What follows belongs to an exercise in optimizing a design on an open flow for small area, a short achievable clock period and few clock cycles; a production flow would make more cautious choices. At most, simulation tests tie the RTL to the original design; equivalence was not proved. The RTL of runs 1 to 3 was laid out without a check of its function. No activity file was given, so power comes from the tool's default toggle rates.

==> flow/design.v <==
module demosaic(clk, reset, in_en, data_in, wr_r, addr_r, wdata_r, rdata_r, wr_g, addr_g, wdata_g, rdata_g, wr_b, addr_b, wdata_b, rdata_b, done);
input clk;
input reset;
input in_en;
input [7:0] data_in;
output reg wr_r;
output [13:0] addr_r;
output reg [7:0] wdata_r;
input [7:0] rdata_r;
output reg wr_g;
output [13:0] addr_g;
output [7:0] wdata_g;
input [7:0] rdata_g;
output reg wr_b;
output [13:0] addr_b;
output reg [7:0] wdata_b;
input [7:0] rdata_b;
output reg done;
reg        fill;
reg [6:0]  r;             
reg [7:0]  q;             
reg [3:0]  ph;            
reg        first;         
reg        second;        
reg [7:0]  rg, rx;        
reg [7:0]  xb;            
reg [9:0]  p;             
reg [8:0]  ya;            
reg [7:0]  half;          
reg [9:0]  d;             
reg [7:0]  xn;            
reg [7:0]  hv;            
reg [6:0]  arow;          
reg [6:0]  gcol, rbcol;   
assign wdata_g = p[9:2];
assign addr_g = {arow, gcol};
assign addr_r = {arow, rbcol};
assign addr_b = {arow, rbcol};
wire       odd  = r[0];
wire [7:0] rv   = rx;
wire [7:0] rh   = rx;
wire [6:0] rp1 = r + 7'd1;
wire [6:0] qc  = q[6:0];
wire [7:0] q_inc = q + {6'd0, fill, !fill};
wire [6:0] roff = ph[3] ? 7'h7f : ph[0] ? 7'd1 : 7'd0;
wire [6:0] gco  = ph[1] ? 7'd2 : (ph[3] | ph[0] | (ph[2] & !first)) ? 7'h7f : 7'd0;
wire [6:0] rbo  = ph[1] ? 7'h7c : ph[2] ? 7'h7f : 7'd0;
wire       last = q[7] & (q[6:1] == 6'd1);
wire       endc = ph[2] & last & (r == 7'd127);
wire [9:0] g_sum = p + {2'b0, rg};
wire [9:0] v_sum = {1'b0, ya} + {2'b0, rv};
wire [9:0] d_sum = d + {2'b0, rv};
wire [8:0] h_sum = {1'b0, xn} + {1'b0, rh};
wire       s_in = !fill;
wire       s_d  = fill & ph[2];
wire       s_hr = fill & !ph[2] & odd;    
wire       s_hb = fill & !ph[2] & !odd;   
wire [7:0] nd_r = ({8{s_in}} & data_in) | ({8{s_hr}} & half) | ({8{s_hb}} & hv);
wire [7:0] nd_b = ({8{s_in}} & data_in) | ({8{s_hb}} & half) | ({8{s_hr}} & hv);
always @(posedge clk) begin
    rg <= rdata_g;
    rx <= (odd ^ ph[3]) ? rdata_r : rdata_b;
    wdata_r <= nd_r | ({8{s_d}} & d_sum[9:2]);
    wdata_b <= nd_b | ({8{s_d}} & d_sum[9:2]);
end
always @(posedge clk) begin
    if (reset) begin
        fill <= 1'b0;
        r <= 7'd0;
        q <= 8'd0;
        ph <= 4'd0;
        first <= 1'b1;
        second <= 1'b0;
        done <= 1'b0;
        wr_r <= 1'b0;
        wr_g <= 1'b0;
        wr_b <= 1'b0;
        arow <= 7'd0;
        gcol <= 7'd0;
        rbcol <= 7'd0;
    end else if (!fill) begin
        arow <= r + roff;
        gcol <= qc + gco;
        rbcol <= qc + rbo;
        p <= {data_in, 2'b00};
        wr_g <= in_en & (r[0] == qc[0]);
        wr_r <= in_en & !r[0] & qc[0];
        wr_b <= in_en & r[0] & !qc[0];
        if (in_en) begin
            q[6:0] <= q_inc[6:0];
            if (qc == 7'd127) begin
                r <= rp1;
                if (r == 7'd127) begin
                    fill <= 1'b1;
                    ph <= 4'b1000;
                end
            end
        end
    end else begin
        ph <= {ph[2:0], ph[3]};
        wr_r <= 1'b0;
        wr_g <= 1'b0;
        wr_b <= 1'b0;
        arow <= r + roff;
        gcol <= qc + gco;
        rbcol <= qc + rbo;
        if (ph[1]) p <= g_sum;
        if (ph[2]) begin
            wr_g <= !first;
            p <= g_sum;
        end
        if (ph[3]) begin
            p <= second ? {2'b0, rg} : {2'b0, xb} + {2'b0, rg};
            xb <= rg;
        end
        if (ph[0] && second) p <= g_sum;
        if (ph[0]) begin
            xn <= rh;
            hv <= h_sum[8:1];
        end
        if (ph[1]) begin
            wr_r <= !first & !second;
            wr_b <= !first & !second;
            d <= v_sum;
            half <= ya[8:1];
            ya <= {1'b0, rv};
        end
        if (ph[2]) begin
            wr_r <= !first & odd;
            wr_b <= !first & !odd;
            ya <= v_sum[8:0];
            q <= last ? {7'd0, rp1[0]} : q_inc;
            if (last) r <= rp1;
            first <= last;
            second <= first;
        end
        if (done || endc) begin
            wr_r <= 1'b0; wr_g <= 1'b0; wr_b <= 1'b0;
        end
        if (endc) done <= 1'b1;
    end
end
endmodule
==> flow/flow/run.sh <==
#!/bin/bash
# The standard layout (the standard.sh, unchanged synthesis), except that
# the port buffers that global placement inserts on every input and output
# are sky130_fd_sc_hd__buf_1 rather than the default cell.
set -euo pipefail
export BUFFER_PORTS_ARGS="-buffer_cell sky130_fd_sc_hd__buf_1"
bash standard.sh finish > make_finish.log 2>&1
==> flow/standard.sh <==
#!/bin/bash
# synth_recipe.tcl (not shown) runs the flow's synth.tcl, then flattens the netlist and writes it again
# the make line also repeats each setting of config.mk as NAME=value (left out here)
make -C /OpenROAD-flow-scripts/flow DESIGN_CONFIG=/design/flow/config.mk WORK_HOME=/design/flow/orfs CLKGATE_MAP_FILE= SYNTH_SCRIPT=/design/flow/synth_recipe.tcl "${@:-finish}"
==> flow/config.mk <==
export PLATFORM = sky130hd
export DESIGN_NAME = demosaic
export DESIGN_NICKNAME = demosaic
export VERILOG_FILES = /design/flow/design.v
export SDC_FILE = /design/flow/constraint.sdc
export NUM_CORES = 4
export LEC_CHECK = 0
export CAP_MARGIN = 20
export CORE_MARGIN = 2
export CORE_UTILIZATION = 40
export CTS_BUF_LIST = sky130_fd_sc_hd__clkbuf_4 sky130_fd_sc_hd__clkbuf_8
export PLACE_DENSITY = 0.6
export SETUP_SLACK_MARGIN = 2.9
export SLEW_MARGIN = 20
export TNS_END_PERCENT = 10
==> flow/constraint.sdc <==
create_clock -name core_clock -period 5.0 [get_ports {clk}]
set_input_delay 1.0000 -clock core_clock [delete_from_list [all_inputs] [get_ports {clk}]]
set_output_delay 1.0000 -clock core_clock [all_outputs]
set_load 0.01 [all_outputs]
==> results of run 1 <==
==> cells in the final DEF, fill, tap and decap left out, types with 11 or more instances in the layout <==
cell and n:
clkbuf_8 18, inv_1 17, xnor2_1 27, buf_4 12
ha_1 52, buf_1 103, mux2i_1 15, dfxtp_1 69
o21ai_0 34, a211oi_1 11, nor2b_1 16, edfxtp_1 61
nand3_1 11, nor2_1 64, a21o_1 18, xor2_1 26
a21oi_1 43, nand2_1 35, o21bai_1 11, mux2_2 25
==> routing by layer <==
layer	global-route usage (%)	up-vias	routed length, µm
met5	0	-	0
met4	5.26	0	216
met3	3.54	18	681
met2	27.0	133	7720
met1	23.3	2556	8060
li1	-	2735	-
==> where the power goes <==
part,switching [mW],internal (mW)
Combinational,0.115,0.0952
Clock,0.483,0.416
Sequential,0.0244,1.21
Total,0.622,1.72
==> critical path, delay by kind of cell, from the launching register on <==
kind | cells | cell delay (ps)
AND/OR/NAND/NOR | 1 | 60
adder cells (fa/ha/maj) | 1 | 250
XOR/XNOR | 1 | 150
multiplexers | 1 | 280
flip-flops | 1 | 460
AO/OA/AOI/OAI | 3 | 830
==> area by class of cell <==
type | instances | area [µm²]
timing repair buffer | 118 | 515
tap | 234 | 293
clock buffer | 18 | 248
multi-input combinational | 508 | 3950
fill | 1743 | 9930
sequential | 140 | 3440
inverter | 18 | 72.6
clock inverter | 14 | 135
==> cells in the mapped netlist (all sizes together), types with 2 or more instances <==
cell	number
mux2i	15
mux2	25
or4	2
o21bai	11
a31oi	4
a22oi	3
clkbuf	10
nor2	67
buf	39
o21ai	38
a21oi	53
and3	2
o31ai	2
nand2b	9
dfxtp	79
o41ai	3
nand2	36
nand4	8
a31o	2
a21o	19
or2	2
o21a	5
a221oi	2
and4	2
a211oi	13
a221o	3
and2	7
ha	59
or3	2
inv	17
xnor2	27
edfxtp	61
xor2	26
nand3	11
nor3	9
o211ai	5
nor2b	17
fa	8
==> timing repair <==
action | CTS | global route
gates resized for setup | 28 | 26
endpoints found under the setup margin | 125 | 35
buffers inserted | 5 | 6
pin swaps | 4 | 18
==> cells by family after synthesis <==
kind of cell	synth area share, %
simple gates	11.5
fa+ha+maj	11.9
flops	45.2
buf+inv	4.94
mux	5.72
xor+xnor	6.15
compound gates	14.5
==> flip-flops by register name, indices dropped and copies added, names as in the netlist <==
signal,cells
ph,4
rx,8
xb,8
r,7
wr_b,1
first,1
arow,7
wdata_b,8
ya,9
gcol,7
half,8
p,10
hv,8
rg,8
wr_r,1
wr_g,1
wdata_r,8
xn,8
second,1
fill,1
d,10
q,8
done,1
rbcol,7
==> per-stage QoR <==
stage          cells  total power, mW
6_report        1050             2.35
5_1_grt         1050             2.45
4_1_cts         1044             2.36
3_5_place_dp    1007             1.46
3_3_place_gp    1007             1.46
2_1_floorplan    715             1.40
==> worst paths after layout <==
| path | end | start | slack (ps) |
|---|---|---|---|
| max | ya[7] | ya[1] | 2730 |
| max reg2reg | ya[7] | ya[1] | 2730 |
| min | half[3] | ya[4] | 460 |
| min reg2reg | half[3] | ya[4] | 460 |
==> results.py, run 1 <==
metrics = {
    "status": {
        "outcome": "no timing/DRC/antenna violations",
    },
    "place": {
        "numPortBuffers": 104,
        "hpwlAfterDp_um": 12000,
        "dp_slack_ps": 1640,
        "gp_congestion": 0.846,
        "place_area_um2": 8000,
    },
    "timing": {
        "worst_slew_pin_slew_ps": 755,
        "period_minus_slack_ps": 2270,
        "rsz0062_at_grt": "true",
        "whs_ps": 463,
        "fin_ws_ps": 2730,
        "min_period_over_period_pct": 45.3,
        "slew_violations": 0,
        "hold_viol": 0,
        "slew-limit-headroom_pct": 49.6,
        "setup_viol": 0,
        "skew_ps": 9.23,
        "fmax_ghz": 0.441,
        "finalSetupTns_ps": 0,
    },
    "detailed_routing": {
        "viasPerCell": 5.18,
        "drc": 0,
        "ant_nets": 0,
        "dr.pass1.iters": 5,
        "dr_total_vias": 5442,
        "initialDrtViolationCount": 303,
        "wire_per_inst_um": 15.9,
        "drt-total-wl_um": 16700,
    },
    "clock_tree": {
        "cts_made_buffers": 17,
        "clk_path_buf_depth": 2,
        "clkTransAtPathRegs_ps": 90,
        "cts.hold.buffers_added": 0,
        "root_buffer": "clkbuf_8",
        "cts_max_level": 4,
        "clock_sinks": 140,
        "cts_tree": "built",
        "clk_latency_ps": 450,
    },
    "grt": {
        "grt_pass1_vias": 5210,
        "overflow": 0,
        "antenna_found_initial": 0,
        "grt_max_degree": 43,
        "grtUsageTotal_pct": 16.9,
        "grt_pass1_wl_um": 26500,
    },
    "synthesis": {
        "netlist.area_leader.share_pct": 24.3,
        "syn_area_per_cell_um2": 10.6,
        "ys.flop_type": "dfxtp_1",
        "synth-seq-cells": 140,
        "yosysWarnings": 1,
        "syn_area_um2": 7550,
        "synth_area_leaders": "edfxtp_1 24%, dfxtp_1 21%, ha_1 9.8%",
        "synth-edff-count": 61,
        "async_reset_ff_share_pct": 0,
        "synth_nets": 817,
        "synth.largest_area_cell": "edfxtp_1",
        "ys_seq_area_share_pct": 45.2,
        "postSynthCellCount": 715,
        "synth_cell_types": 59,
    },
    "critical_path": {
        "crit_type": "reg -> reg",
        "arrival_ps": 2480,
        "critPathMaxStageDelay_ps": 460,
        "path_cells": "ha_4 -> a211o_1 -> a21oi_2 -> nor2_1 -> o41ai_2 -> xnor2_1 -> mux2_2",
        "rr_worst_depth": 7,
        "startpoint_type": "register",
        "required_ps": 5210,
        "critPathSlowestCell": "edfxtp_1",
        "crit_fanout": 2,
        "end_kind": "register",
    },
    "finish": {
        "final_cell_area_um2": 8650,
        "synthToLayoutAreaGrowth_pct": 14.6,
        "layout-drive-gt1-share_pct": 15.6,
        "final_util_pct": 46.6,
        "num_antenna_cells": 0,
        "final_nets": 905,
    },
    "die": {
        "num_rows": 50,
        "die_h_um": 141,
        "pin_count": 105,
        "initial_utilization_pct": 40.6,
        "dieArea_um2": 20000,
        "fp.coreArea_um2": 18600,
        "die_w_um": 141,
    },
    "worst_hold_path": {
        "hold-path-cell-count": 0,
        "hold_class": "reg -> reg",
    },
    "run": {
        "maxCapViolCount": 0,
    },
    "power_and_ir_drop": {
        "vdd_drop_max_uv": 180,
        "p_leak_nw": 3.32,
        "p_per_area_nw_per_um2": 271,
    },
}
==> run 2: changes to the inputs <==
--- a/flow/design.v
+++ b/flow/design.v
@@ -48,5 +48,5 @@
 wire       last = q[7] & (q[6:1] == 6'd1);
 wire       endc = ph[2] & last & (r == 7'd127);
-wire [9:0] g_sum = p + {2'b0, rg};
+wire [9:0] g_sum = (ph[3] ? {2'b0, xb} : p) + {2'b0, rg};
 wire [9:0] v_sum = {1'b0, ya} + {2'b0, rv};
 wire [9:0] d_sum = d + {2'b0, rv};
@@ -111,5 +111,5 @@
         end
         if (ph[3]) begin
-            p <= second ? {2'b0, rg} : {2'b0, xb} + {2'b0, rg};
+            p <= second ? {2'b0, rg} : g_sum;
             xb <= rg;
         end
==> run 2 against run 1 <==
  * Count of clock-buffer cells in the layout rose by 1
  * First-iteration DRC count decreased by 17%
  * Synthesized area decreased by 4.5%
  * Critical endpoint is now p[8]
  * Synthesized cell count fell by 6.7%
  * Combinational power shrank 4%
  * Global-route usage increased by 0.46 points
==> results.py, run 2 <==
metrics = {
    "detailed_routing": {
        "wire_per_inst_um": 16.4,
        "dr.pass1.iters": 4,
        "ant_nets": 0,
        "viasPerCell": 5.20,
        "dr_total_vias": 5274,
        "drc": 0,
        "drt-total-wl_um": 16600,
        "initialDrtViolationCount": 253,
    },
    "timing": {
        "fmax_ghz": 0.412,
        "hold_viol": 0,
        "skew_ps": 13.3,
        "worst_slew_pin_slew_ps": 892,
        "min_period_over_period_pct": 48.6,
        "rsz0062_at_grt": "true",
        "slew_violations": 0,
        "finalSetupTns_ps": 0,
        "setup_viol": 0,
        "slew-limit-headroom_pct": 40.5,
        "period_minus_slack_ps": 2430,
    },
    "critical_path": {
        "rr_worst_depth": 9,
        "rr_startpoint": "ph[3]",
        "path_cells": "mux2_4 -> ha_4 -> fa_2 -> a21oi_2 -> o21ai_2 -> a2111oi_4 -> nor3_2 -> nand4_1 -> o311ai_1",
        "timing.rr.end": "p[8]",
        "r2r_setup_slack_ps": 2570,
        "critPathLaunch": "ph[3]",
        "critPathSlowestCell": "dfxtp_4",
        "crit_path_end": "p[8]",
        "startpoint_type": "register",
        "critPathMaxStageDelay_ps": 420,
        "crit_fanout": 7,
        "arrival_ps": 2600,
        "end_kind": "register",
        "required_ps": 5170,
        "crit_type": "reg -> reg",
    },
    "power_and_ir_drop": {
        "p_leak_nw": 3.26,
        "p_per_area_nw_per_um2": 287,
        "power.total_mw": 2.45,
        "vdd_drop_max_uv": 175,
    },
    "synthesis": {
        "syn_area_per_cell_um2": 10.8,
        "async_reset_ff_share_pct": 0,
        "synth_nets": 760,
        "synth_cell_types": 60,
        "synth.top_cells.by_count": "79 x dfxtp_1, 61 x edfxtp_1, 56 x nor2_1",
        "postSynthCellCount": 667,
        "ys_seq_area_share_pct": 47.4,
        "ys.flop_type": "dfxtp_1",
        "synth-seq-cells": 140,
        "synth-edff-count": 61,
        "yosysMostFrequentCell": "dfxtp_1",
        "netlist.area_leader.share_pct": 25.4,
        "synth.largest_area_cell": "edfxtp_1",
        "synth_area_leaders": "edfxtp_1 25%, dfxtp_1 22%, ha_1 8.9%",
        "yosysWarnings": 1,
        "syn_area_um2": 7200,
    },
    "finish": {
        "layout_common_cells": "103 x buf_1, 69 x dfxtp_1, 61 x edfxtp_1, 54 x nor2_1, 45 x ha_1",
        "synthToLayoutAreaGrowth_pct": 18.7,
        "final_util_pct": 47.9,
        "final_common_cell": "buf_1",
        "layout-drive-gt1-share_pct": 19.7,
        "final_nets": 866,
        "largestRegisters": "d (10), p (10), ya (9)",
        "final_cell_area_um2": 8550,
        "num_antenna_cells": 0,
    },
    "clock_tree": {
        "clk_path_buf_depth": 2,
        "cts_max_level": 4,
        "root_buffer": "clkbuf_8",
        "cts_tree": "built",
        "cts_made_buffers": 17,
        "clock_sinks": 140,
        "clkTransAtPathRegs_ps": 80,
        "clk_latency_ps": 440,
    },
    "worst_hold_path": {
        "hold_class": "reg -> reg",
    },
    "grt": {
        "grt_pass1_vias": 5377,
        "grt_pass1_wl_um": 26800,
        "grt_max_degree": 45,
        "grtUsageTotal_pct": 17.4,
        "overflow": 0,
        "antenna_found_initial": 0,
    },
    "die": {
        "dieArea_um2": 19100,
        "num_rows": 49,
        "die_h_um": 138,
        "initial_utilization_pct": 40.4,
        "pin_count": 105,
        "die_w_um": 138,
        "fp.coreArea_um2": 17800,
    },
    "place": {
        "gp_congestion": 0.893,
        "hpwlAfterDp_um": 11600,
        "numPortBuffers": 104,
        "place_area_um2": 7630,
    },
    "status": {
        "outcome": "no timing/DRC/antenna violations",
    },
    "run": {
        "maxCapViolCount": 0,
    },
}
[run 2: through the flow]
| step | hold slack [ps] | setup WS, ps | instances |
|---|---|---|---|
| 2_1_floorplan | 433 | 2490 | 667 |
| 3_3_place_gp | 441 | 2020 | 956 |
| 3_5_place_dp | 446 | 1870 | 956 |
| 4_1_cts | 463 | 2600 | 1007 |
| 5_1_grt | 490 | 2480 | 1015 |
| 6_report | 460 | 2570 | 1015 |
[run 2: logic make-up (layout without fill, tap and decap cells)]
kind of cell | count (synthesis) | in the layout | share of synthesized area (%)
XOR/XNOR | 47 | 47 | 5.71
flip-flops | 140 | 140 | 47.4
AO/OA/AOI/OAI | 133 | 133 | 12.2
buffers and inverters | 81 | 200 | 6.18
adder cells (fa/ha/maj) | 58 | 58 | 10.8
multiplexers | 42 | 42 | 6.25
AND/OR/NAND/NOR | 166 | 166 | 11.4
[run 2: cell type report]
cell class / count / area (µm²)
clock inverters: 13 / 186
flip-flops and latches: 140 / 3440
fillers: 1652 / 9290
multi-input cells: 446 / 3600
clock buffers: 19 / 249
well taps: 229 / 287
inverters: 32 / 120
repair buffers: 136 / 669
[run 2: repair_timing]
action | 4_1_cts | 5_1_grt
hold buffers | 0 | 0
endpoints found under the hold margin | 0 | 0
endpoints found under the setup margin | 89 | 98
gates resized for setup | 34 | 37
cloned | 0 | 1
pin swaps | 18 | 5
setup buffers | 19 | 7
[run 2: worst min path at each step]
stage | startpoint | end | slack, ps | cells past startpoint
final | ya[7] | half[6] | 460 | 0
after global routing | ya[7] | half[6] | 490 | 0
after detailed placement | ya[2] | half[1] | 450 | 0
after global placement | ya[7] | half[6] | 440 | 0
after CTS | ya[7] | half[6] | 460 | 0
after floorplan | ya[2] | half[1] | 430 | 0
[run 2: report_power, final]
| part | switching (mW) | total (mW) | internal, mW |
|---|---|---|---|
| Sequential | 0.0204 | 1.23 | 1.21 |
| Clock | 0.459 | 1.02 | 0.560 |
| Combinational | 0.111 | 0.202 | 0.0910 |
| Total | 0.590 | 2.45 | 1.86 |
[run 2: per-layer routing]
metal / vias to the layer above / track usage, % / share of wire (%)
li1: 2561 / - / -
met1: 2559 / 22.1 / 45
met2: 126 / 29.5 / 49
met3: 28 / 4.12 / 4.1
met4: 0 / 5.42 / 2.2
met5: - / 0 / 0
[run 2: critical path, delay by kind of cell (launching register included)]
kind | cells | cell delay (ps)
mux | 1 | 320
compound gates | 4 | 700
simple gates | 2 | 190
flops | 1 | 420
fa+ha+maj | 2 | 520
==> run 3: changes to the inputs <==
--- a/flow/design.v
+++ b/flow/design.v
@@ -42,5 +42,5 @@
 wire [6:0] rp1 = r + 7'd1;
 wire [6:0] qc  = q[6:0];
-wire [7:0] q_inc = q + {6'd0, fill, !fill};
+wire [6:0] qp1 = qc + 7'd1;
 wire [6:0] roff = ph[3] ? 7'h7f : ph[0] ? 7'd1 : 7'd0;
 wire [6:0] gco  = ph[1] ? 7'd2 : (ph[3] | ph[0] | (ph[2] & !first)) ? 7'h7f : 7'd0;
@@ -48,6 +48,12 @@
 wire       last = q[7] & (q[6:1] == 6'd1);
 wire       endc = ph[2] & last & (r == 7'd127);
-wire [9:0] g_sum = (ph[3] ? {2'b0, xb} : p) + {2'b0, rg};
+wire [9:0] g_sum = p + {2'b0, rg};
+wire [9:0] x_sum = {2'b0, xb} + {2'b0, rg};
+wire [9:0] p_next = ({10{!fill}} & {data_in, 2'b00})
+                  | ({10{fill & ph[3] & second}} & {2'b0, rg})
+                  | ({10{fill & ph[3] & !second}} & x_sum)
+                  | ({10{fill & !ph[3]}} & g_sum);
 wire [9:0] v_sum = {1'b0, ya} + {2'b0, rv};
+wire [8:0] ya_next = ({9{ph[1]}} & {1'b0, rv}) | ({9{!ph[1]}} & v_sum[8:0]);
 wire [9:0] d_sum = d + {2'b0, rv};
 wire [8:0] h_sum = {1'b0, xn} + {1'b0, rh};
@@ -83,10 +89,10 @@
         gcol <= qc + gco;
         rbcol <= qc + rbo;
-        p <= {data_in, 2'b00};
+        p <= p_next;
         wr_g <= in_en & (r[0] == qc[0]);
         wr_r <= in_en & !r[0] & qc[0];
         wr_b <= in_en & r[0] & !qc[0];
         if (in_en) begin
-            q[6:0] <= q_inc[6:0];
+            q[6:0] <= qp1;
             if (qc == 7'd127) begin
                 r <= rp1;
@@ -105,14 +111,14 @@
         gcol <= qc + gco;
         rbcol <= qc + rbo;
-        if (ph[1]) p <= g_sum;
+        if (ph[1]) p <= p_next;
         if (ph[2]) begin
             wr_g <= !first;
-            p <= g_sum;
+            p <= p_next;
         end
         if (ph[3]) begin
-            p <= second ? {2'b0, rg} : g_sum;
+            p <= p_next;
             xb <= rg;
         end
-        if (ph[0] && second) p <= g_sum;
+        if (ph[0] && second) p <= p_next;
         if (ph[0]) begin
             xn <= rh;
@@ -124,11 +130,11 @@
             d <= v_sum;
             half <= ya[8:1];
-            ya <= {1'b0, rv};
+            ya <= ya_next;
         end
         if (ph[2]) begin
             wr_r <= !first & odd;
             wr_b <= !first & !odd;
-            ya <= v_sum[8:0];
-            q <= last ? {7'd0, rp1[0]} : q_inc;
+            ya <= ya_next;
+            q <= last ? {7'd0, rp1[0]} : q + 8'd2;
             if (last) r <= rp1;
             first <= last;
==> run 3 against run 2 <==
  * First-iteration DRC count is 29% higher
  * Hold slack better by 5.5 ps
  * Register-to-register slack better by 200 ps
  * Global-route usage is 0.56 points lower
  * Die area is 4.6% higher
==> results.py, run 3 <==
metrics = {
    "status": {
        "outcome": "no timing/DRC/antenna violations",
    },
    "critical_path": {
        "crit_type": "reg -> reg",
        "crit_fanout": 2,
        "rr_startpoint": "ph[3]",
        "startpoint_type": "register",
        "critPathLaunch": "ph[3]",
        "end_kind": "register",
        "r2r_setup_slack_ps": 2780,
        "required_ps": 5310,
        "arrival_ps": 2540,
    },
    "place": {
        "hpwlAfterDp_um": 12000,
        "gp_congestion": 0.816,
        "dp.cells": 1016,
        "numPortBuffers": 104,
    },
    "timing": {
        "finalSetupTns_ps": 0,
        "slew_violations": 0,
        "min_period_over_period_pct": 44.5,
        "worst_slew_pin_slew_ps": 994,
        "whs_ps": 466,
        "rsz0062_at_grt": "true",
        "period_minus_slack_ps": 2220,
        "slew-limit-headroom_pct": 33.3,
        "fmax_ghz": 0.449,
        "skew_ps": 12.5,
        "hold_viol": 0,
        "setup_viol": 0,
    },
    "grt": {
        "grt_max_degree": 49,
        "grt_pass1_wl_um": 26100,
        "grt_pass1_vias": 5177,
        "overflow": 0,
        "grtUsageTotal_pct": 16.8,
        "antenna_found_initial": 0,
    },
    "clock_tree": {
        "cts_max_level": 4,
        "clkTransAtPathRegs_ps": 80,
        "cts_tree": "built",
        "clk_path_buf_depth": 2,
        "cts_made_buffers": 17,
        "clock_sinks": 140,
        "root_buffer": "clkbuf_8",
        "clk_latency_ps": 460,
    },
    "synthesis": {
        "ys.flop_type": "dfxtp_1",
        "synth_cell_types": 55,
        "synth-seq-cells": 140,
        "syn_area_um2": 7540,
        "synth-edff-count": 61,
        "yosysMostFrequentCell": "dfxtp_1",
        "async_reset_ff_share_pct": 0,
        "synth.top_cells.by_count": "79 x dfxtp_1, 62 x a21oi_1, 61 x edfxtp_1, 61 x nor2_1, 60 x ha_1",
        "ys_seq_area_share_pct": 45.3,
        "synth.largest_area_cell": "edfxtp_1",
        "yosysWarnings": 1,
        "syn_area_per_cell_um2": 10.4,
        "synth_area_leaders": "edfxtp_1 24%, dfxtp_1 21%, ha_1 10%",
        "synth_nets": 827,
        "netlist.area_leader.share_pct": 24.3,
        "postSynthCellCount": 725,
    },
    "finish": {
        "final_common_cell": "buf_1",
        "final_cells": 1060,
        "layout_common_cells": "103 x buf_1, 66 x dfxtp_1, 61 x edfxtp_1, 59 x nor2_1",
        "final_nets": 915,
        "synthToLayoutAreaGrowth_pct": 15.4,
        "layout-drive-gt1-share_pct": 15.5,
        "num_antenna_cells": 0,
        "largestRegisters": "d (10), p (10), ya (9)",
    },
    "power_and_ir_drop": {
        "p_sw_mw": 0.588,
        "p_leak_nw": 3.33,
        "power_frac_comb_pct": 8.4,
        "p_per_area_nw_per_um2": 284,
        "switching_share_pct": 23.8,
        "pwr-share-clk_pct": 41.6,
        "vdd_drop_max_uv": 162,
        "p_int_mw": 1.89,
        "pwr-share-seq_pct": 50.0,
    },
    "worst_hold_path": {
        "hold_start": "ya[3]",
        "hold_class": "reg -> reg",
    },
    "die": {
        "pin_count": 105,
        "die_h_um": 141,
        "die_w_um": 141,
        "fp.coreArea_um2": 18600,
        "initial_utilization_pct": 40.6,
        "dieArea_um2": 20000,
        "num_rows": 50,
    },
    "detailed_routing": {
        "wire_per_inst_um": 15.5,
        "viasPerCell": 5.19,
        "dr.pass1.iters": 4,
        "initialDrtViolationCount": 326,
        "ant_nets": 0,
        "dr_total_vias": 5503,
        "drc": 0,
        "drt-total-wl_um": 16400,
    },
    "run": {
        "maxCapViolCount": 0,
    },
}
run 3: cell types whose count changed in the layout (fill, tap and decap cells not counted), sizes merged, moves of 6 or more:
cell   delta
a21o     +10
a21oi    +27
buf      -16
ha        +9
nand3     -6
nor2      +7
o21ai     +7
xnor2    +12
xor2      -6
run 3: through the flow:
| step | setup WS [ps] | utilization, % | area, µm² | power [mW] |
|---|---|---|---|---|
| finish | 2780 | 46.9 | 8710 | 2.48 |
| global route | 2670 | 46.9 | 8710 | 2.58 |
| CTS | 2750 | 45.8 | 8500 | 2.49 |
| detailed placement | 2290 | 43.1 | 8000 | 1.47 |
| global placement | 2320 | 43.1 | 8000 | 1.46 |
| floorplan | 2750 | - | 7610 | 1.41 |
run 3: power by group through the flow:
| stage | clock network [mW] | registers (mW) | logic, mW |
|---|---|---|---|
| floorplan | 0 | 1.26 | 0.149 |
| global placement | 0 | 1.27 | 0.199 |
| detailed placement | 0 | 1.27 | 0.201 |
| CTS | 1.05 | 1.24 | 0.203 |
| global route | 1.11 | 1.24 | 0.234 |
| finish | 1.03 | 1.24 | 0.208 |
run 3: cell families after synthesis:
| group | Yosys count | share of synthesized area (%) |
|---|---|---|
| compound gates | 183 | 15.0 |
| xor+xnor | 53 | 6.15 |
| fa+ha+maj | 67 | 11.8 |
| buf+inv | 79 | 5.49 |
| flops | 140 | 45.3 |
| mux | 35 | 5.01 |
| simple gates | 168 | 11.2 |
run 3: final cells by class:
cell class	instances	area (µm²)
fill	1739	9870
tap	234	293
clock buffer	21	277
multi-input combinational	506	3910
inverter	29	111
timing repair buffer	119	508
sequential	140	3440
clock inverter	11	165
run 3: worst paths after layout:
check             cells after the start       to
setup / recovery                     10  gcol[5]
hold / removal                        0  half[2]
setup reg to reg                     10  gcol[5]
hold reg to reg                       0  half[2]
run 3: layer usage:
layer  part of all wire [%]  track usage (%)
met2                     48             28.0
met5                      0                0
met3                    3.9             3.91
met1                     47             22.0
met4                    1.1             5.05
run 3: critical path: stages (launching register included):
cell and delay, ps:
dfxtp_4 350, or2_4 240, o21bai_4 170, or2_4 270, ha_4 210, a21o_1 180
a21oi_2 170, o21bai_1 90, a21oi_1 180, xor2_1 160, nor2_1 60
run 3: repair_timing:
item	CTS	global route
hold buffers	0	0
buffers inserted	3	9
gates resized for setup	18	40
setup endpoints to repair	106	103
pin swaps	0	24
==> run 4: changes to the inputs <==
--- a/flow/design.v
+++ b/flow/design.v
@@ -55,5 +55,4 @@
                   | ({10{fill & !ph[3]}} & g_sum);
 wire [9:0] v_sum = {1'b0, ya} + {2'b0, rv};
-wire [8:0] ya_next = ({9{ph[1]}} & {1'b0, rv}) | ({9{!ph[1]}} & v_sum[8:0]);
 wire [9:0] d_sum = d + {2'b0, rv};
 wire [8:0] h_sum = {1'b0, xn} + {1'b0, rh};
@@ -130,10 +129,10 @@
             d <= v_sum;
             half <= ya[8:1];
-            ya <= ya_next;
+            ya <= {1'b0, rv};
         end
         if (ph[2]) begin
             wr_r <= !first & odd;
             wr_b <= !first & !odd;
-            ya <= ya_next;
+            ya <= v_sum[8:0];
             q <= last ? {7'd0, rp1[0]} : q + 8'd2;
             if (last) r <= rp1;
--- a/flow/config.mk
+++ b/flow/config.mk
@@ -11,5 +11,5 @@
 export CTS_BUF_LIST = sky130_fd_sc_hd__clkbuf_4 sky130_fd_sc_hd__clkbuf_8
 export PLACE_DENSITY = 0.6
-export SETUP_SLACK_MARGIN = 2.9
+export SETUP_SLACK_MARGIN = 2.8
 export SLEW_MARGIN = 20
 export TNS_END_PERCENT = 10
==> run 4 against run 3 <==
  * Total power fell by 2.2%
  * Global-route usage fell by 0.16 points
  * Critical path depth fell by 1
  * Die area rose by 0.19%
  * Non-clock buffer count rose by 3
  * Sequential share of layout area fell by 0.059 points
  * Routed wire length fell by 0.65%
  * Sequential cell count did not move
  * Critical path type unchanged
==> results.py, run 4 <==
metrics = {
    "die": {
        "initial_utilization_pct": 40.5,
        "pin_count": 105,
        "die_w_um": 141,
        "fp.coreArea_um2": 18600,
        "num_rows": 50,
        "die_h_um": 141,
        "dieArea_um2": 20000,
    },
    "synthesis": {
        "ys.flop_type": "dfxtp_1",
        "synth_fa_ha_area_share_pct": 11.8,
        "yosysMostFrequentCell": "dfxtp_1",
        "synth.largest_area_cell": "edfxtp_1",
        "synth_nets": 819,
        "synth_area_leaders": "edfxtp_1 24%, dfxtp_1 21%, ha_1 9.9%",
        "syn_area_per_cell_um2": 10.5,
        "synth-seq-cells": 140,
        "netlist.area_leader.share_pct": 24.2,
        "synth_compound_area_share_pct": 15.0,
        "postSynthCellCount": 717,
        "muxShareOfSynthArea_pct": 5.05,
        "synth-edff-count": 61,
        "synth.top_cells.by_count": "79 x dfxtp_1, 61 x a21oi_1, 61 x edfxtp_1, 61 x nor2_1, 60 x ha_1",
        "synth_top_family_by_area": "compound AO/OA/AOI/OAI gates",
        "ys_seq_area_share_pct": 45.2,
        "synth_xor_area_share_pct": 6.26,
        "synth_simple_gate_area_share_pct": 10.8,
        "synth_cell_types": 55,
        "async_reset_ff_share_pct": 0,
        "syn_area_um2": 7560,
        "yosysWarnings": 1,
    },
    "timing": {
        "slew-limit-headroom_pct": 32.2,
        "min_period_over_period_pct": 43.2,
        "skew_ps": 9.44,
        "fmax_ghz": 0.463,
        "rsz0062_at_grt": "true",
        "setup_viol": 0,
        "slew_violations": 0,
        "period_minus_slack_ps": 2160,
        "fin_ws_ps": 2840,
        "hold_viol": 0,
        "finalSetupTns_ps": 0,
        "worst_slew_pin_slew_ps": 1020,
    },
    "grt": {
        "grt_pass1_wl_um": 26000,
        "grt_pass1_vias": 5162,
        "overflow": 0,
        "grt_max_degree": 30,
        "antenna_found_initial": 0,
        "grtUsageTotal_pct": 16.7,
    },
    "finish": {
        "multiInputGateArea_um2": 3900,
        "seq_area_um2": 3430,
        "final_nets": 910,
        "final_common_cell": "buf_1",
        "num_antenna_cells": 0,
        "final_util_pct": 46.6,
        "synthToLayoutAreaGrowth_pct": 15.0,
        "layout_common_cells": "103 x buf_1, 70 x dfxtp_1, 61 x edfxtp_1, 59 x nor2_1, 54 x ha_1",
        "fillers": 1793,
        "largestRegisters": "d (10), p (10), ya (9)",
        "final_cell_area_um2": 8690,
        "layout-drive-gt1-share_pct": 15.1,
    },
    "critical_path": {
        "r2r_setup_slack_ps": 2840,
        "required_ps": 5210,
        "critPathSlowestCell": "edfxtp_1",
        "crit_fanout": 3,
        "path_delay_family": "compound AO/OA/AOI/OAI gates",
        "startpoint_type": "register",
        "rr_startpoint": "xb[0]",
        "arrival_ps": 2370,
        "path_cells": "ha_1 -> inv_1 -> fa_2 -> nor2b_2 -> o31a_1 -> o31ai_4 -> nand2b_1 -> a21oi_2 -> o221ai_1",
        "critPathMaxStageDelay_ps": 370,
        "critPathLaunch": "xb[0]",
        "end_kind": "register",
        "path_buf_inv": 1,
        "rr_worst_depth": 9,
        "timing.rr.end": "p[8]",
        "crit_type": "reg -> reg",
    },
    "power_and_ir_drop": {
        "p_per_area_nw_per_um2": 279,
        "p_leak_nw": 3.35,
        "vdd_drop_max_uv": 163,
        "power.total_mw": 2.42,
    },
    "detailed_routing": {
        "dr.pass1.iters": 5,
        "wire_per_inst_um": 15.4,
        "drt-total-wl_um": 16300,
        "drc": 0,
        "viasPerCell": 5.17,
        "dr_total_vias": 5459,
        "initialDrtViolationCount": 292,
        "ant_nets": 0,
    },
    "clock_tree": {
        "root_buffer": "clkbuf_8",
        "clk_latency_ps": 460,
        "clk_path_buf_depth": 2,
        "cts_made_buffers": 17,
        "cts.hold.buffers_added": 0,
        "clock_sinks": 140,
        "cts_max_level": 4,
        "cts_tree": "built",
        "clkTransAtPathRegs_ps": 80,
    },
    "place": {
        "gp_congestion": 0.863,
        "numPortBuffers": 104,
        "dp_slack_ps": 1910,
        "hpwlAfterDp_um": 11800,
        "place_area_um2": 7940,
    },
    "status": {
        "outcome": "no timing/DRC/antenna violations",
    },
    "worst_hold_path": {
        "hold_start": "ya[2]",
        "hold-path-cell-count": 0,
        "holdPathEnd": "half[1]",
        "hold_class": "reg -> reg",
    },
    "run": {
        "maxCapViolCount": 0,
    },
}
[run 4: cell type report]
cell class                      instances  share of cell area (%)
Inverter                               27                    1.21
Tap cell                              234                    3.37
Clock inverter                         15                    2.15
Sequential cell                       140                    39.5
Clock buffer                           17                    2.69
Multi-Input combinational cell        500                    44.9
Timing Repair Buffer                  122                    6.15
[run 4: logic make-up (layout without fill, tap and decap cells)]
logic type / after synthesis / in the layout
AND/OR/NAND/NOR: 163 / 163
multiplexers: 36 / 36
flip-flops: 140 / 140
AO/OA/AOI/OAI: 180 / 180
buffers and inverters: 77 / 181
XOR/XNOR: 54 / 54
adder cells (fa/ha/maj): 67 / 67
[run 4: how the worst max path moves through the flow]
| stage | end | slack (ps) | cells past startpoint |
|---|---|---|---|
| after CTS | wdata_r[4] | 2700 | 7 |
| after floorplan | gcol[6] | 2710 | 13 |
| after global placement | gcol[6] | 2100 | 12 |
| after detailed placement | gcol[6] | 1910 | 12 |
| after global routing | rbcol[6] | 2730 | 11 |
| final | p[8] | 2840 | 9 |
[run 4: per-stage QoR]
stage,instances,hold WS (ps)
2_1_floorplan,717,433
3_3_place_gp,1008,450
3_5_place_dp,1008,444
4_1_cts,1047,475
5_1_grt,1055,483
6_report,1055,474
[run 4: repair_timing]
| action | in CTS | in global routing |
|---|---|---|
| hold endpoints to repair | 0 | 0 |
| setup buffers | 7 | 8 |
| endpoints found under the setup margin | 36 | 64 |
| pin swaps | 3 | 19 |
| gates resized for setup | 13 | 46 |
[run 4: worst register-to-register path: cells and delay by family, from the launching register on]
kind,cells,cell delay (ps)
buffers and inverters,1,80
and+or+nand+nor,2,160
DFF,1,370
adders and majority gates,2,420
AOI/OAI and AO/OA,4,890
[run 4: layer usage]
| layer | global-route usage (%) | part of all wire, % | vias to the layer above |
|---|---|---|---|
| li1 | - | - | 2736 |
| met1 | 22.6 | 49 | 2567 |
| met2 | 26.1 | 45 | 129 |
| met3 | 3.68 | 3.9 | 27 |
| met4 | 6.47 | 2.2 | 0 |
| met5 | 0 | 0 | - |
[run 4: power by group]
part           switching (mW)  internal [mW]
clock network           0.477          0.502
registers              0.0236           1.21
logic                   0.112         0.0921
total                   0.613           1.81
Testbench counts of run 4, summed over its fixed seeds: cycles 802,816.
==> run 5: changes to the inputs <==
--- a/flow/config.mk
+++ b/flow/config.mk
@@ -11,5 +11,5 @@
 export CTS_BUF_LIST = sky130_fd_sc_hd__clkbuf_4 sky130_fd_sc_hd__clkbuf_8
 export PLACE_DENSITY = 0.6
-export SETUP_SLACK_MARGIN = 2.8
+export SETUP_SLACK_MARGIN = 3.1
 export SLEW_MARGIN = 20
 export TNS_END_PERCENT = 10
==> run 5 against run 4 <==
  * Critical endpoint is now p[7]
  * Cell area grew 1.2%
  * Global-route usage grew 0.27 points
  * Die area stayed put
  * Sequential power is essentially flat
  * Worst setup slack improved by 24 ps
  * Clock skew is 7.7 ps higher
  * Cell count up 0.38%
  * Still clean on timing, DRC and antenna
  * Utilization is 0.57 points higher
  * Sequential share of layout area is 0.36 points lower
  * Largest cell class unchanged
==> results.py, run 5 <==
metrics = {
    "grt": {
        "overflow": 0,
        "grt_max_degree": 50,
        "antenna_found_initial": 0,
        "grt_pass1_wl_um": 26500,
        "grtUsageTotal_pct": 17.0,
        "grt_pass1_vias": 5254,
    },
    "detailed_routing": {
        "drt-total-wl_um": 16500,
        "ant_nets": 0,
        "viasPerCell": 5.14,
        "dr_total_vias": 5439,
        "drc": 0,
        "dr.pass1.iters": 5,
        "initialDrtViolationCount": 289,
        "wire_per_inst_um": 15.6,
    },
    "clock_tree": {
        "cts_made_buffers": 17,
        "root_buffer": "clkbuf_8",
        "cts.hold.buffers_added": 0,
        "clkTransAtPathRegs_ps": 90,
        "clk_latency_ps": 470,
        "cts_max_level": 4,
        "clock_sinks": 140,
        "clk_path_buf_depth": 2,
        "cts_tree": "built",
    },
    "finish": {
        "layout_common_cells": "102 x buf_1, 66 x dfxtp_1, 61 x edfxtp_1, 60 x nor2_1, 51 x a21oi_1",
        "layout-drive-gt1-share_pct": 17.6,
        "final_common_cell": "buf_1",
        "synthToLayoutAreaGrowth_pct": 16.4,
        "largestRegisters": "d (10), p (10), ya (9)",
        "final_cell_area_um2": 8790,
        "fillers": 1757,
        "num_antenna_cells": 0,
        "final_nets": 914,
    },
    "worst_hold_path": {
        "hold_class": "reg -> reg",
        "hold-path-cell-count": 0,
        "holdPathEnd": "xb[0]",
        "hold_start": "rg[0]",
    },
    "timing": {
        "worst_slew_pin_slew_ps": 787,
        "slew_violations": 0,
        "period_minus_slack_ps": 2140,
        "slew-limit-headroom_pct": 47.2,
        "rsz0062_at_grt": "true",
        "setup_viol": 0,
        "min_period_over_period_pct": 42.8,
        "finalSetupTns_ps": 0,
        "hold_viol": 0,
        "skew_ps": 17.1,
        "fmax_ghz": 0.468,
    },
    "synthesis": {
        "synth_nets": 819,
        "synth-seq-cells": 140,
        "syn_area_um2": 7560,
        "synth-edff-count": 61,
        "synth_cell_types": 55,
        "postSynthCellCount": 717,
        "ys.flop_type": "dfxtp_1",
        "netlist.area_leader.share_pct": 24.2,
        "yosysMostFrequentCell": "dfxtp_1",
        "syn_area_per_cell_um2": 10.5,
        "synth.top_cells.by_count": "79 x dfxtp_1, 61 x a21oi_1, 61 x edfxtp_1, 61 x nor2_1, 60 x ha_1",
        "ys_seq_area_share_pct": 45.2,
        "synth.largest_area_cell": "edfxtp_1",
        "async_reset_ff_share_pct": 0,
        "yosysWarnings": 1,
        "synth_area_leaders": "edfxtp_1 24%, dfxtp_1 21%, ha_1 9.9%",
    },
    "power_and_ir_drop": {
        "vdd_drop_max_uv": 163,
        "p_per_area_nw_per_um2": 272,
        "p_leak_nw": 3.41,
    },
    "critical_path": {
        "required_ps": 5210,
        "arrival_ps": 2350,
        "r2r_setup_slack_ps": 2860,
        "end_kind": "register",
        "timing.rr.end": "p[7]",
        "rr_startpoint": "p[2]",
        "crit_type": "reg -> reg",
        "crit_fanout": 4,
        "startpoint_type": "register",
        "rr_worst_depth": 8,
    },
    "place": {
        "place_area_um2": 7960,
        "hpwlAfterDp_um": 11700,
        "gp_congestion": 0.876,
        "numPortBuffers": 104,
    },
    "run": {
        "maxCapViolCount": 0,
    },
    "die": {
        "pin_count": 105,
        "initial_utilization_pct": 40.5,
        "fp.coreArea_um2": 18600,
        "num_rows": 50,
        "die_w_um": 141,
        "dieArea_um2": 20000,
        "die_h_um": 141,
    },
    "status": {
        "outcome": "no timing/DRC/antenna violations",
    },
}
==> run 5: cell types whose count changed in the layout (fill, tap and decap cells not counted), moves of 3 or more <==
| cell | delta |
|---|---|
| o21ai_1 | +4 |
| dfxtp_1 | -4 |
| o21ai_0 | -5 |
| buf_6 | +4 |
| inv_4 | +3 |
| ha_1 | -4 |
==> run 5: metal layers <==
| metal | part of all wire [%] | up-vias | global-route usage [%] |
|---|---|---|---|
| met5 | 0 | - | 0 |
| met4 | 1.6 | 0 | 5.79 |
| met3 | 3.9 | 18 | 4.02 |
| met2 | 48 | 109 | 27.6 |
| met1 | 47 | 2560 | 22.2 |
| li1 | - | 2752 | - |
==> run 5: kinds of logic after synthesis <==
group / after synthesis / share of synthesized area, %
flip-flops: 140 / 45.2
AND/OR/NAND/NOR: 163 / 10.8
multiplexers: 36 / 5.05
buffers and inverters: 77 / 5.88
adder cells (fa/ha/maj): 67 / 11.8
AO/OA/AOI/OAI: 180 / 15.0
XOR/XNOR: 54 / 6.26
==> run 5: layout make-up <==
type	count	area [µm²]	area share (%)
multi-input combinational	500	3990	45.3
clock buffer	19	255	2.90
timing repair buffer	126	576	6.54
tap	234	293	3.33
sequential	140	3440	39.1
inverter	27	104	1.18
clock inverter	13	139	1.58
==> run 5: timing repair <==
item	in CTS	in global routing
setup buffers	13	6
gates resized for setup	52	33
endpoints found under the setup margin	197	163
gates cloned	0	0
pin swaps	12	19
==> run 5: through the flow <==
stage	power (mW)	hold slack [ps]	cells	setup slack, ps	utilization, %
2_1_floorplan	1.40	433	717	2850	-
3_3_place_gp	1.45	448	1008	2230	42.7
3_5_place_dp	1.45	461	1008	2120	42.7
4_1_cts	2.40	485	1053	2850	46.1
5_1_grt	2.49	495	1059	2740	47.2
6_report	2.39	477	1059	2860	47.2
==> run 5: worst max-delay path, cell delays in order, from the launching register on <==
cell      delay [ps]
edfxtp_1         460
ha_4             210
a211o_1          300
a21oi_4          170
buf_4            140
a21oi_2           50
xnor2_1          130
a222oi_1         290
o21ai_1          140
==> run 5: worst max-delay path by stage <==
stage / start / endpoint / cells past startpoint
after floorplan: ph[3] / gcol[6] / 12
after global placement: ph[2] / gcol[6] / 12
after detailed placement: ph[2] / gcol[6] / 12
after CTS: d[1] / wdata_b[4] / 7
after global routing: ph[3] / gcol[6] / 12
final: p[2] / p[7] / 8
==> run 5: where the power goes <==
group | internal, mW | switching [mW] | leakage, nW
registers | 1.21 | 0.0240 | 1.21
clock network | 0.465 | 0.472 | 0.205
logic | 0.101 | 0.114 | 1.99
==> run 6: changes to the inputs <==
--- a/flow/config.mk
+++ b/flow/config.mk
@@ -11,5 +11,5 @@
 export CTS_BUF_LIST = sky130_fd_sc_hd__clkbuf_4 sky130_fd_sc_hd__clkbuf_8
 export PLACE_DENSITY = 0.6
-export SETUP_SLACK_MARGIN = 3.1
+export SETUP_SLACK_MARGIN = 2.9
 export SLEW_MARGIN = 20
 export TNS_END_PERCENT = 10
==> run 6 against run 5 <==
  * Synthesized cell count unchanged
  * Total power increased by 1.9%
  * Via count is 0.74% higher
  * Sequential cell count unchanged
  * Worst setup slack got worse by 49 ps
  * Routed wire length is 0.19% higher
  * Largest power group unchanged
  * Die area unchanged
  * Sequential share of layout area grew 0.066 points
  * Still clean on timing, DRC and antenna
==> results.py, run 6 <==
metrics = {
    "critical_path": {
        "rr_startpoint": "rx[0]",
        "startpoint_type": "register",
        "end_kind": "output pin",
        "arrival_ps": 1190,
        "critPathLaunch": "p[4]",
        "crit_type": "reg -> out",
        "required_ps": 4000,
        "crit_fanout": 2,
        "rr_worst_depth": 8,
    },
    "die": {
        "die_h_um": 141,
        "fp.coreArea_um2": 18600,
        "dieArea_um2": 20000,
        "initial_utilization_pct": 40.5,
        "die_w_um": 141,
        "num_rows": 50,
        "pin_count": 105,
    },
    "clock_tree": {
        "cts_max_level": 4,
        "cts_tree": "built",
        "root_buffer": "clkbuf_8",
        "clkTransAtPathRegs_ps": 90,
        "clk_path_buf_depth": 2,
        "cts.hold.buffers_added": 0,
        "clock_sinks": 140,
        "clk_latency_ps": 460,
        "cts_made_buffers": 17,
    },
    "detailed_routing": {
        "dr_wl_met2_um": 7650,
        "wire_per_inst_um": 15.7,
        "routed.top_layer": "met4",
        "routed-wl-met3_um": 556,
        "initialDrtViolationCount": 264,
        "ant_nets": 0,
        "drt-total-wl_um": 16600,
        "drc": 0,
        "wl_met1_um": 8030,
        "viasPerCell": 5.18,
        "dr_total_vias": 5479,
        "dr.pass1.iters": 5,
    },
    "worst_hold_path": {
        "hold_start": "ya[6]",
        "hold_class": "reg -> reg",
        "hold-path-cell-count": 0,
    },
    "finish": {
        "final_nets": 913,
        "final_cells": 1058,
        "synthToLayoutAreaGrowth_pct": 16.1,
        "largestRegisters": "d (10), p (10), ya (9)",
        "num_antenna_cells": 0,
        "layout_common_cells": "103 x buf_1, 68 x dfxtp_1, 61 x edfxtp_1, 59 x nor2_1, 52 x ha_1",
        "final_common_cell": "buf_1",
        "seq_area_um2": 3440,
        "final_cell_area_um2": 8770,
        "fillers": 1773,
        "final_util_pct": 47.1,
        "multiInputGateArea_um2": 3960,
        "layout-drive-gt1-share_pct": 17.1,
    },
    "synthesis": {
        "async_reset_ff_share_pct": 0,
        "synth_top_family_by_area": "compound AO/OA/AOI/OAI gates",
        "synth-seq-cells": 140,
        "synth_fa_ha_area_share_pct": 11.8,
        "muxShareOfSynthArea_pct": 5.05,
        "synth_area_leaders": "edfxtp_1 24%, dfxtp_1 21%, ha_1 9.9%",
        "synth_compound_area_share_pct": 15.0,
        "synth-edff-count": 61,
        "synth_simple_gate_area_share_pct": 10.8,
        "postSynthCellCount": 717,
        "syn_area_per_cell_um2": 10.5,
        "synth.top_cells.by_count": "79 x dfxtp_1, 61 x a21oi_1, 61 x edfxtp_1, 61 x nor2_1, 60 x ha_1",
        "synth_cell_types": 55,
        "netlist.area_leader.share_pct": 24.2,
        "yosysWarnings": 1,
        "synth.largest_area_cell": "edfxtp_1",
        "ys_seq_area_share_pct": 45.2,
        "synth_xor_area_share_pct": 6.26,
        "yosysMostFrequentCell": "dfxtp_1",
        "synth_nets": 819,
        "syn_area_um2": 7560,
        "ys.flop_type": "dfxtp_1",
    },
    "place": {
        "gp_congestion": 0.863,
        "place_area_um2": 7940,
        "hpwlAfterDp_um": 11800,
        "dp.cells": 1008,
        "numPortBuffers": 104,
    },
    "timing": {
        "finalSetupTns_ps": 0,
        "worst_slew_pin_slew_ps": 1030,
        "slew-limit-headroom_pct": 31.6,
        "setup_viol": 0,
        "fmax_ghz": 0.457,
        "slew_violations": 0,
        "min_period_over_period_pct": 43.7,
        "period_minus_slack_ps": 2190,
        "skew_ps": 9.69,
        "hold_viol": 0,
        "rsz0062_at_grt": "true",
    },
    "power_and_ir_drop": {
        "p_per_area_nw_per_um2": 277,
        "vdd_drop_max_uv": 153,
        "p_leak_nw": 3.38,
    },
    "grt": {
        "grt_pass1_wl_um": 26300,
        "grt_pass1_vias": 5212,
        "grt_max_degree": 30,
        "overflow": 0,
        "grtUsageTotal_pct": 16.8,
        "antenna_found_initial": 0,
    },
    "status": {
        "outcome": "no timing/DRC/antenna violations",
    },
    "run": {
        "maxCapViolCount": 0,
    },
}
-- run 6: cell counts after synthesis --
No cell type changed its count.
-- run 6: final timing paths --
| check | end | slack, ps |
|---|---|---|
| worst max register to register | hv[7] | 2850 |
| worst max-delay path | wdata_g[2] | 2810 |
| worst min-delay path | half[5] | 470 |
| worst min register to register | half[5] | 470 |
-- run 6: power breakdown --
part	total, mW	internal, mW	switching [mW]
logic	0.215	0.0983	0.117
registers	1.24	1.21	0.0247
clock network	0.980	0.502	0.478
-- run 6: logic make-up after synthesis --
logic type,after synthesis
buf+inv,77
flops,140
compound gates,180
mux,36
fa+ha+maj,67
simple gates,163
xor+xnor,54
-- run 6: routing by layer --
layer,track usage [%],vias to the layer above
met5,0,-
met4,6.47,0
met3,3.68,23
met2,26.6,106
met1,22.7,2609
li1,-,2741
-- run 6: critical path, cell delays in order (launching register included) --
cell      delay (ps)
edfxtp_1         440
buf_4            170
buf_1            120
-- run 6: timing repair --
| action | CTS | global route |
|---|---|---|
| gates cloned | 0 | 0 |
| buffers inserted | 10 | 8 |
| pin swaps | 5 | 20 |
| setup endpoints to repair | 79 | 79 |
| gates resized for setup | 30 | 46 |
-- run 6: cell type report --
cell class	instances	share of cell area, %
Inverter	27	1.20
Clock buffer	17	2.67
Timing Repair Buffer	125	6.30
Tap cell	234	3.34
Clock inverter	15	2.12
Sequential cell	140	39.2
Multi-Input combinational cell	500	45.2
-- run 6: metrics by stage --
step	setup WS, ps	hold WS (ps)	power, mW
after floorplan	2710	433	1.40
after global placement	2100	450	1.45
after detailed placement	1910	444	1.46
after CTS	2820	475	2.44
after global routing	2740	483	2.54
final	2810	472	2.43
==> run 7: changes to the inputs <==
--- a/flow/config.mk
+++ b/flow/config.mk
@@ -11,5 +11,5 @@
 export CTS_BUF_LIST = sky130_fd_sc_hd__clkbuf_4 sky130_fd_sc_hd__clkbuf_8
 export PLACE_DENSITY = 0.6
-export SETUP_SLACK_MARGIN = 2.9
+export SETUP_SLACK_MARGIN = 3.0
 export SLEW_MARGIN = 20
 export TNS_END_PERCENT = 10
==> run 7 against run 6 <==
  * Synthesized cell count is the same
  * Largest power group unchanged
  * Sequential cell count unchanged
  * Register-to-register slack gained 20 ps
  * First-iteration DRC count shrank 16%
  * Critical path depth increased by 7
  * Still clean
==> results.py, run 7 <==
metrics = {
    "run": {
        "maxCapViolCount": 0,
    },
    "critical_path": {
        "arrival_ps": 2460,
        "required_ps": 5330,
        "critPathSlowestCell": "fa_1",
        "crit_type": "reg -> reg",
        "rr_startpoint": "ph[3]",
        "startpoint_type": "register",
        "timing.rr.end": "arow[6]",
        "r2r_setup_slack_ps": 2870,
        "end_kind": "register",
        "crit_fanout": 2,
        "path_cells": "or2_4 -> ha_1 -> fa_1 -> a21o_1 -> a21oi_2 -> o21bai_1 -> a21oi_1 -> xnor2_1 -> nor2_1",
        "critPathMaxStageDelay_ps": 410,
        "rr_worst_depth": 9,
    },
    "detailed_routing": {
        "drc": 0,
        "dr_total_vias": 5394,
        "drt-total-wl_um": 16400,
        "wire_per_inst_um": 15.5,
        "initialDrtViolationCount": 222,
        "viasPerCell": 5.10,
        "dr.pass1.iters": 4,
        "ant_nets": 0,
    },
    "finish": {
        "num_antenna_cells": 0,
        "final_nets": 913,
        "final_cells": 1058,
        "layout_common_cells": "103 x buf_1, 66 x dfxtp_1, 61 x edfxtp_1, 60 x nor2_1, 50 x a21oi_1",
        "synthToLayoutAreaGrowth_pct": 16.6,
        "layout-drive-gt1-share_pct": 17.2,
        "final_common_cell": "buf_1",
        "multiInputGateArea_um2": 4010,
        "fillers": 1749,
        "largestRegisters": "d (10), p (10), ya (9)",
        "seq_area_um2": 3440,
    },
    "place": {
        "numPortBuffers": 104,
        "gp_congestion": 0.863,
        "hpwlAfterDp_um": 11800,
        "dp.cells": 1008,
        "dp_slack_ps": 2080,
    },
    "grt": {
        "grt_pass1_wl_um": 25500,
        "grt_pass1_vias": 5116,
        "grt_max_degree": 31,
        "antenna_found_initial": 0,
        "overflow": 0,
        "grtUsageTotal_pct": 16.4,
    },
    "timing": {
        "fin_ws_ps": 2870,
        "min_period_over_period_pct": 42.6,
        "hold_viol": 0,
        "whs_ps": 460,
        "period_minus_slack_ps": 2130,
        "slew_violations": 0,
        "finalSetupTns_ps": 0,
        "fmax_ghz": 0.470,
        "worst_slew_pin_slew_ps": 822,
        "skew_ps": 15.3,
        "setup_viol": 0,
        "slew-limit-headroom_pct": 45.2,
        "rsz0062_at_grt": "true",
    },
    "synthesis": {
        "synth_cell_types": 55,
        "synth_area_leaders": "edfxtp_1 24%, dfxtp_1 21%, ha_1 9.9%",
        "yosysWarnings": 1,
        "syn_area_um2": 7560,
        "async_reset_ff_share_pct": 0,
        "synth.top_cells.by_count": "79 x dfxtp_1, 61 x a21oi_1, 61 x edfxtp_1, 61 x nor2_1, 60 x ha_1",
        "yosysMostFrequentCell": "dfxtp_1",
        "synth-edff-count": 61,
        "synth_nets": 819,
        "synth-seq-cells": 140,
        "synth.largest_area_cell": "edfxtp_1",
        "netlist.area_leader.share_pct": 24.2,
        "ys.flop_type": "dfxtp_1",
        "postSynthCellCount": 717,
        "syn_area_per_cell_um2": 10.5,
        "ys_seq_area_share_pct": 45.2,
    },
    "power_and_ir_drop": {
        "p_leak_nw": 3.38,
        "p_per_area_nw_per_um2": 271,
        "vdd_drop_max_uv": 148,
    },
    "clock_tree": {
        "clk_latency_ps": 450,
        "cts_tree": "built",
        "cts_made_buffers": 17,
        "root_buffer": "clkbuf_8",
        "clk_path_buf_depth": 2,
        "clock_sinks": 140,
        "cts_max_level": 4,
        "clkTransAtPathRegs_ps": 80,
    },
    "die": {
        "die_w_um": 141,
        "pin_count": 105,
        "dieArea_um2": 20000,
        "num_rows": 50,
        "initial_utilization_pct": 40.5,
        "die_h_um": 141,
        "fp.coreArea_um2": 18600,
    },
    "worst_hold_path": {
        "hold_start": "ya[2]",
        "hold_class": "reg -> reg",
        "hold-path-cell-count": 0,
        "holdPathEnd": "half[1]",
    },
    "status": {
        "outcome": "no timing/DRC/antenna violations",
    },
}
-- run 7: cells by family after synthesis --
logic type                 Yosys count  share of synthesized area [%]
muxes                               36                           5.05
adders and majority gates           67                           11.8
xor gates and xnor gates            54                           6.26
buffers and inverters               77                           5.88
AOI/OAI and AO/OA                  180                           15.0
DFF                                140                           45.2
and+or+nand+nor                    163                           10.8
-- run 7: metrics by stage --
stage          util (%)  cell area [µm²]  total power, mW
2_1_floorplan         -             7590             1.40
3_3_place_gp       42.7             7960             1.45
3_5_place_dp       42.7             7960             1.45
4_1_cts            45.9             8560             2.39
5_1_grt            47.3             8810             2.49
6_report           47.3             8810             2.39
-- run 7: how the worst max path moves through the flow --
stage / endpoint / slack, ps / from
6_report: arow[6] / 2870 / ph[3]
5_1_grt: d[0] / 2770 / reset
4_1_cts: wdata_r[4] / 2850 / rx[1]
3_5_place_dp: gcol[6] / 2080 / ph[2]
3_3_place_gp: gcol[6] / 2240 / ph[2]
2_1_floorplan: gcol[6] / 2840 / ph[3]
-- run 7: repair_timing --
item                                    CTS  global route
buffers inserted                         11             7
hold buffers                              0             0
endpoints found under the setup margin  122           110
gates resized for setup                  39            42
pin swaps                                 9            27
-- run 7: cell type report --
class,count,area share [%]
clock buffer,18,2.81
clock inverter,14,1.79
inverter,27,1.18
multi-input combinational,500,45.5
sequential,140,39.1
tap,234,3.32
timing repair buffer,125,6.32
-- run 7: routing by layer --
metal	vias to the layer above	wire length [µm]	track usage [%]
li1	2748	-	-
met1	2531	7790	21.5
met2	109	7740	27.2
met3	6	731	3.51
met4	0	95	4.95
met5	-	0	0
-- run 7: worst max-delay path: cells and delay by family (launching register included) --
| family | cells | cell delay, ps |
|---|---|---|
| xor gates and xnor gates | 1 | 130 |
| and+or+nand+nor | 2 | 290 |
| adders and majority gates | 2 | 620 |
| DFF | 1 | 340 |
| AOI/OAI and AO/OA | 4 | 620 |
-- run 7: power by group --
part / total, mW / leakage [nW] / switching, mW / internal [mW]
clock network: 0.934 / 0.205 / 0.468 / 0.466
logic: 0.218 / 1.96 / 0.118 / 0.101
registers: 1.24 / 1.21 / 0.0241 / 1.21
==> run 8: changes to the inputs <==
--- a/flow/config.mk
+++ b/flow/config.mk
@@ -8,7 +8,7 @@
 export CAP_MARGIN = 20
 export CORE_MARGIN = 2
-export CORE_UTILIZATION = 40
+export CORE_UTILIZATION = 50
 export CTS_BUF_LIST = sky130_fd_sc_hd__clkbuf_4 sky130_fd_sc_hd__clkbuf_8
-export PLACE_DENSITY = 0.6
+export PLACE_DENSITY = 0.7
 export SETUP_SLACK_MARGIN = 3.0
 export SLEW_MARGIN = 20
==> run 8 against run 7 <==
  * Count of clock-buffer cells in the layout stayed put
  * Clock power decreased by 9.7%
  * Synthesized area did not move
  * Clock skew decreased by 6.0 ps
  * Global-route usage grew 4.2 points
  * Still clean
==> results.py, run 8 <==
metrics = {
    "status": {
        "outcome": "no timing/DRC/antenna violations",
    },
    "die": {
        "initial_utilization_pct": 51.6,
        "num_rows": 44,
        "fp.coreArea_um2": 14600,
        "pin_count": 105,
        "dieArea_um2": 16100,
        "die_h_um": 127,
        "die_w_um": 127,
    },
    "grt": {
        "overflow": 0,
        "antenna_found_initial": 0,
        "grt_max_degree": 34,
        "grtUsageTotal_pct": 20.5,
        "grt_pass1_wl_um": 26100,
        "grt_pass1_vias": 5458,
    },
    "detailed_routing": {
        "viasPerCell": 5.63,
        "wire_per_inst_um": 16.5,
        "drc": 0,
        "initialDrtViolationCount": 531,
        "drt-total-wl_um": 16600,
        "dr_total_vias": 5679,
        "ant_nets": 0,
        "dr.pass1.iters": 7,
    },
    "finish": {
        "final_util_pct": 58.8,
        "layout_common_cells": "103 x buf_1, 68 x dfxtp_1, 61 x edfxtp_1, 60 x nor2_1, 55 x ha_1",
        "final_common_cell": "buf_1",
        "final_cell_area_um2": 8610,
        "num_antenna_cells": 0,
        "largestRegisters": "d (10), p (10), ya (9)",
        "final_nets": 914,
        "synthToLayoutAreaGrowth_pct": 13.9,
        "layout-drive-gt1-share_pct": 15.6,
    },
    "synthesis": {
        "ys.flop_type": "dfxtp_1",
        "postSynthCellCount": 717,
        "synth.top_cells.by_count": "79 x dfxtp_1, 61 x a21oi_1, 61 x edfxtp_1, 61 x nor2_1, 60 x ha_1",
        "yosysWarnings": 1,
        "synth.largest_area_cell": "edfxtp_1",
        "synth-seq-cells": 140,
        "synth_area_leaders": "edfxtp_1 24%, dfxtp_1 21%, ha_1 9.9%",
        "syn_area_um2": 7560,
        "synth_cell_types": 55,
        "yosysMostFrequentCell": "dfxtp_1",
        "ys_seq_area_share_pct": 45.2,
        "async_reset_ff_share_pct": 0,
        "netlist.area_leader.share_pct": 24.2,
        "synth_nets": 819,
        "syn_area_per_cell_um2": 10.5,
        "synth-edff-count": 61,
    },
    "place": {
        "place_area_um2": 7890,
        "gp_congestion": 0.861,
        "numPortBuffers": 104,
        "hpwlAfterDp_um": 12100,
    },
    "clock_tree": {
        "cts_max_level": 4,
        "clk_latency_ps": 450,
        "cts.hold.buffers_added": 0,
        "clock_sinks": 140,
        "clkTransAtPathRegs_ps": 80,
        "clk_path_buf_depth": 2,
        "cts_tree": "built",
        "cts_made_buffers": 17,
        "root_buffer": "clkbuf_8",
    },
    "critical_path": {
        "crit_fanout": 5,
        "path_delay_family": "simple AND/OR/NAND/NOR gates",
        "path_buf_inv": 1,
        "required_ps": 5330,
        "startpoint_type": "register",
        "critPathSlowestCell": "dfxtp_4",
        "arrival_ps": 2510,
        "end_kind": "register",
        "path_cells": "or2_4 -> o21bai_4 -> nor2b_4 -> buf_4 -> ha_4 -> nor2b_2 -> nor3_2 -> o21bai_1 -> a21oi_1 -> xnor2_1 -> nor2_1",
        "critPathMaxStageDelay_ps": 350,
        "crit_type": "reg -> reg",
    },
    "timing": {
        "slew_violations": 0,
        "fmax_ghz": 0.459,
        "period_minus_slack_ps": 2180,
        "min_period_over_period_pct": 43.6,
        "finalSetupTns_ps": 0,
        "skew_ps": 9.36,
        "rsz0062_at_grt": "true",
        "whs_ps": 481,
        "slew-limit-headroom_pct": 28.8,
        "setup_viol": 0,
        "hold_viol": 0,
        "worst_slew_pin_slew_ps": 1060,
    },
    "power_and_ir_drop": {
        "vdd_drop_max_uv": 160,
        "p_per_area_nw_per_um2": 265,
        "p_leak_nw": 3.37,
        "power.total_mw": 2.28,
    },
    "run": {
        "maxCapViolCount": 0,
    },
    "worst_hold_path": {
        "hold_class": "reg -> reg",
    },
}
-- run 8: cell families after synthesis --
logic type      Yosys count  share of synthesized area (%)
xor+xnor                 54                           6.26
mux                      36                           5.05
buf+inv                  77                           5.88
simple gates            163                           10.8
compound gates          180                           15.0
flops                   140                           45.2
fa+ha+maj                67                           11.8
-- run 8: cell type report --
cell class | count | area, µm²
clock inverters | 14 | 121
repair buffers | 126 | 579
inverters | 27 | 104
fillers | 1230 | 6030
clock buffers | 18 | 241
well taps | 184 | 230
multi-input cells | 500 | 3890
flip-flops and latches | 140 | 3440
-- run 8: where the power goes --
group / total (mW) / internal, mW / switching [mW]
registers: 1.23 / 1.21 / 0.0233
clock network: 0.843 / 0.398 / 0.446
logic: 0.203 / 0.0909 / 0.112
total: 2.28 / 1.70 / 0.581
-- run 8: final timing paths --
kind	start	to	slack, ps	cells after the start
worst max register to register	ph[3]	gcol[6]	2820	11
worst min-delay path	ya[6]	half[5]	480	0
worst max-delay path	ph[3]	gcol[6]	2820	11
worst min register to register	ya[6]	half[5]	480	0
-- run 8: through the flow --
stage / setup slack [ps] / cells
finish: 2820 / 1009
global route: 2770 / 1009
CTS: 2760 / 998
detailed placement: 1970 / 958
global placement: 2060 / 958
floorplan: 2840 / 717
-- run 8: worst reg2reg max path, cell delays in order, from the launching register on --
cell and delay (ps):
dfxtp_4 350, or2_4 250, o21bai_4 180, nor2b_4 130, buf_4 150, ha_4 220, nor2b_2 170, nor3_2 150
o21bai_1 90, a21oi_1 170, xnor2_1 140, nor2_1 50
-- run 8: timing repair --
action | CTS | global route
pin swaps | 10 | 18
gates resized for setup | 25 | 40
setup buffers | 8 | 11
setup endpoints to repair | 127 | 155
-- run 8: per-layer routing --
layer	vias up	GRT usage, %	wire length, µm
met5	-	0	0
met1	2713	26.0	7370
met2	199	34.0	8190
met4	0	7.50	289
li1	2738	-	-
met3	29	5.23	799

afterwards: timing with drivers on the ports:
How much do the figures lean on ideal ports? The routed layouts below were timed once more, with nothing changed but the port constraints.
Step 1: set_driving_cell puts a clkbuf_16 on clk and a buf_2 on each other input, an assumption about the parent block.
Step 2, shift: input delay + t, output delay - t, t = (earliest + latest rising clock arrival at the registers) / 2. This alone moves slack from input paths to output paths.
Slacks: no drivers / after step 1 / after step 2; pairs: no drivers / after step 1.
run | t, ns | setup WS [ns]
run 1 | 0.487 | 2.734 / 2.734 / 2.602
run 2 | 0.480 | 2.571 / 2.571 / 2.274
run 3 | 0.489 | 2.775 / 2.775 / 2.568
run 4 | 0.496 | 2.838 / 2.828 / 2.359
run 5 | 0.499 | 2.862 / 2.862 / 2.567
run 6 | 0.494 | 2.813 / 2.777 / 2.368
run 7 | 0.488 | 2.871 / 2.851 / 2.427
run 8 | 0.482 | 2.822 / 2.822 / 2.486
After both steps setup and hold are still met in every run listed.
